From an optimization exercise on the open Yosys and OpenROAD flow, aimed at small area and few clock cycles; shortcuts taken in it are not production practice. The RTL was checked by simulation tests, not by an equivalence proof against the original design. No activity file was given, so power comes from the tool's default toggle rates.

==> flow/design.v (excerpt) <==
module mips_top(
    input         clk,
    input         reset,
    output [31:0] imem_addr,
    input  [31:0] imem_data,
    output [31:0] dmem_addr,
    output [31:0] dmem_wdata,
    output        dmem_we,
    input  [31:0] dmem_rdata
    );
Settings: LEC_CHECK=0, CAP_MARGIN=20, CORE_MARGIN=2, CORE_UTILIZATION=48, CTS_BUF_LIST=sky130_fd_sc_hd__clkbuf_16, CTS_CLUSTER_DIAMETER=90, CTS_CLUSTER_SIZE=30, GPL_TIMING_DRIVEN=1, PLACE_DENSITY=0.62, SLEW_MARGIN=0, SYNTH_HIERARCHICAL=1; clock period 8.0 ns.
standard.sh (not shown) runs the stock make flow with config.mk's settings and CLKGATE_MAP_FILE= SYNTH_SCRIPT=/design/flow/synth_recipe.tcl, a recipe that flattens the netlist after the stock synthesis.
==> flow/flow/run.sh <==
#!/bin/bash
# The standard layout, with one change: the port buffers are buf_1 cells
# (the standard flow picks a slow delay cell).
set -euo pipefail
export BUFFER_PORTS_ARGS="-buffer_cell sky130_fd_sc_hd__buf_1"
bash standard.sh > standard.log 2>&1
The first run finished clean.
Testbench counts at the start, summed over its fixed seeds: cycles 74,808.
Then changed:
==> flow/flow/run.sh (replaced) <==
#!/bin/bash
# The standard layout, with one change: the port buffers are buf_2 cells
# (the standard flow picks a slow delay cell).
set -euo pipefail
export BUFFER_PORTS_ARGS="-buffer_cell sky130_fd_sc_hd__buf_2"
bash standard.sh > standard.log 2>&1
Settings changed: CORE_UTILIZATION 48 to 56, CTS_CLUSTER_DIAMETER 90 to 80, CTS_CLUSTER_SIZE 30 to 28, GPL_TIMING_DRIVEN 1 to 0, PLACE_DENSITY 0.62 to 0.7, SLEW_MARGIN 0 to 20.
What happened:
- power is higher by 3.6%
- via count climbs by 0.42%
- wire length goes down by 2.7%
- critical path depth is unchanged

* * *

Another version of the RTL of mips_top (not shown whole).
For scale: ~1,900 cells after synthesis, about 26,000 sq um of cells after synthesis.
export LEC_CHECK = 0
export CAP_MARGIN = 20
export CORE_MARGIN = 2
export CORE_UTILIZATION = 48
export CTS_BUF_LIST = sky130_fd_sc_hd__clkbuf_8
export CTS_CLUSTER_SIZE = 24
export GPL_TIMING_DRIVEN = 0
export PLACE_DENSITY = 0.62
export SLEW_MARGIN = 20
export SYNTH_HIERARCHICAL = 1
create_clock -name core_clock -period 8.0 [get_ports {clk}]
==> flow/flow/run.sh <==
#!/bin/bash
# The standard layout, with one change: the port buffers are buf_2 cells
# (the standard flow picks a slow delay cell).
set -euo pipefail
export BUFFER_PORTS_ARGS="-buffer_cell sky130_fd_sc_hd__buf_2"
bash standard.sh > standard.log 2>&1
Testbench counts at the start, summed over its fixed seeds: cycles 74,808.
Change:
--- a/flow/flow/run.sh
+++ b/flow/flow/run.sh
@@ -2 +2 @@
-# The standard layout, with one change: the port buffers are buf_2 cells
+# The standard layout, with two changes: the port buffers are buf_2 cells
=>
- clock skew stays the same
- power is unchanged
- maximum frequency is unchanged
- flip-flop and latch count stays the same
- setup slack is unchanged
- sequential share of layout area is unchanged
- wire length is unchanged

* * *

mips_top with an RTL version that a note above also has.
Size: roughly 1800 cells after synthesis, about 540 flip-flops, about 160 I/O pins.
==> flow/design.v (excerpt) <==
module mips_top(
    input         clk,
    input         reset,
    output [31:0] imem_addr,
    input  [31:0] imem_data,
    output [31:0] dmem_addr,
    output [31:0] dmem_wdata,
    output        dmem_we,
    input  [31:0] dmem_rdata
    );
clock: 8.0 ns
lec_check: 0
cap_margin: 10
core_margin: 2
core_utilization: 48
cts_buf_list: sky130_fd_sc_hd__clkbuf_16
cts_cluster_diameter: 90
cts_cluster_size: 30
gpl_timing_driven: 1
place_density: 0.62
slew_margin: 0
synth_hierarchical: 1
==> flow/flow/run.sh <==
#!/bin/bash
# The standard layout, with one change: the port buffers are buf_2 cells
# (the standard flow picks a slow delay cell).
set -euo pipefail
export BUFFER_PORTS_ARGS="-buffer_cell sky130_fd_sc_hd__buf_2"
bash standard.sh > standard.log 2>&1
The first run passed the timing, DRC and antenna checks.
Testbench counts at the start, summed over its fixed seeds: cycles 74,808.
Then changed:
Settings changed: CAP_MARGIN 10 to 20, CTS_CLUSTER_DIAMETER 90 to 80, CTS_CLUSTER_SIZE 30 to 28, GPL_TIMING_DRIVEN 1 to 0.
=> Utilization grows by 0.46 points. Area after synthesis stays the same. Sequential share of layout area goes down by 0.46 points. Design area rises by 0.83%. Power barely changes. Via count shrinks by 1.1%. Non-clock buffer count is lower by 25. Final cell count shrinks by 0.83%. Synthesized cell count does not change. Routed wire length shrinks by 0.95%. Flip-flop and latch count stays the same.
Then changed:
Settings changed: CTS_CLUSTER_DIAMETER 80 to 90, CTS_CLUSTER_SIZE 28 to 30, GPL_TIMING_DRIVEN 0 to 1.
Effect: The changed run went through all stages and came out clean; worst hold slack barely changes; design area is lower slightly; area after synthesis is unchanged.

[separate check: timing with driven ports]
Ports are ideal in the flow. The routed layouts listed here were re-timed in OpenROAD.
Step 1, drivers: a clkbuf_16 drives clk and a buf_2 each remaining input, both assumed.
Step 2, shift: input delay + t, output delay - t, t = (earliest + latest rising clock arrival at the registers) / 2. This alone moves slack from input paths to output paths.
Three values: ideal ports, drivers, drivers and shift; two values: the first two.
run | shift t [ns] | slack for setup (ns) | slew at the worst register clock pin (ns)
the first run of note 1 | 0.653 | 0.219 / 0.152 / 0.152 | 0.11 / 0.11
the second run of note 1 | 0.663 | 0.132 / 0.105 / 0.105 | 0.11 / 0.11
the first run of note 2 | 0.724 | 0.169 / 0.147 / 0.147 | 0.07 / 0.07
the second run of note 2 | 0.724 | 0.169 / 0.147 / 0.147 | 0.07 / 0.07
the first run of note 3 | 0.677 | 0.230 / 0.207 / 0.207 | 0.11 / 0.11
the second run of note 3 | 0.665 | 0.163 / 0.142 / 0.142 | 0.11 / 0.11
the third run of note 3 | 0.667 | 0.344 / 0.314 / 0.314 | 0.11 / 0.11
After both steps every run listed still meets setup and hold. For the first run of note 1, which loses most, drivers alone change the setup slack by -0.067 ns; drivers and shift together by -0.067 ns.
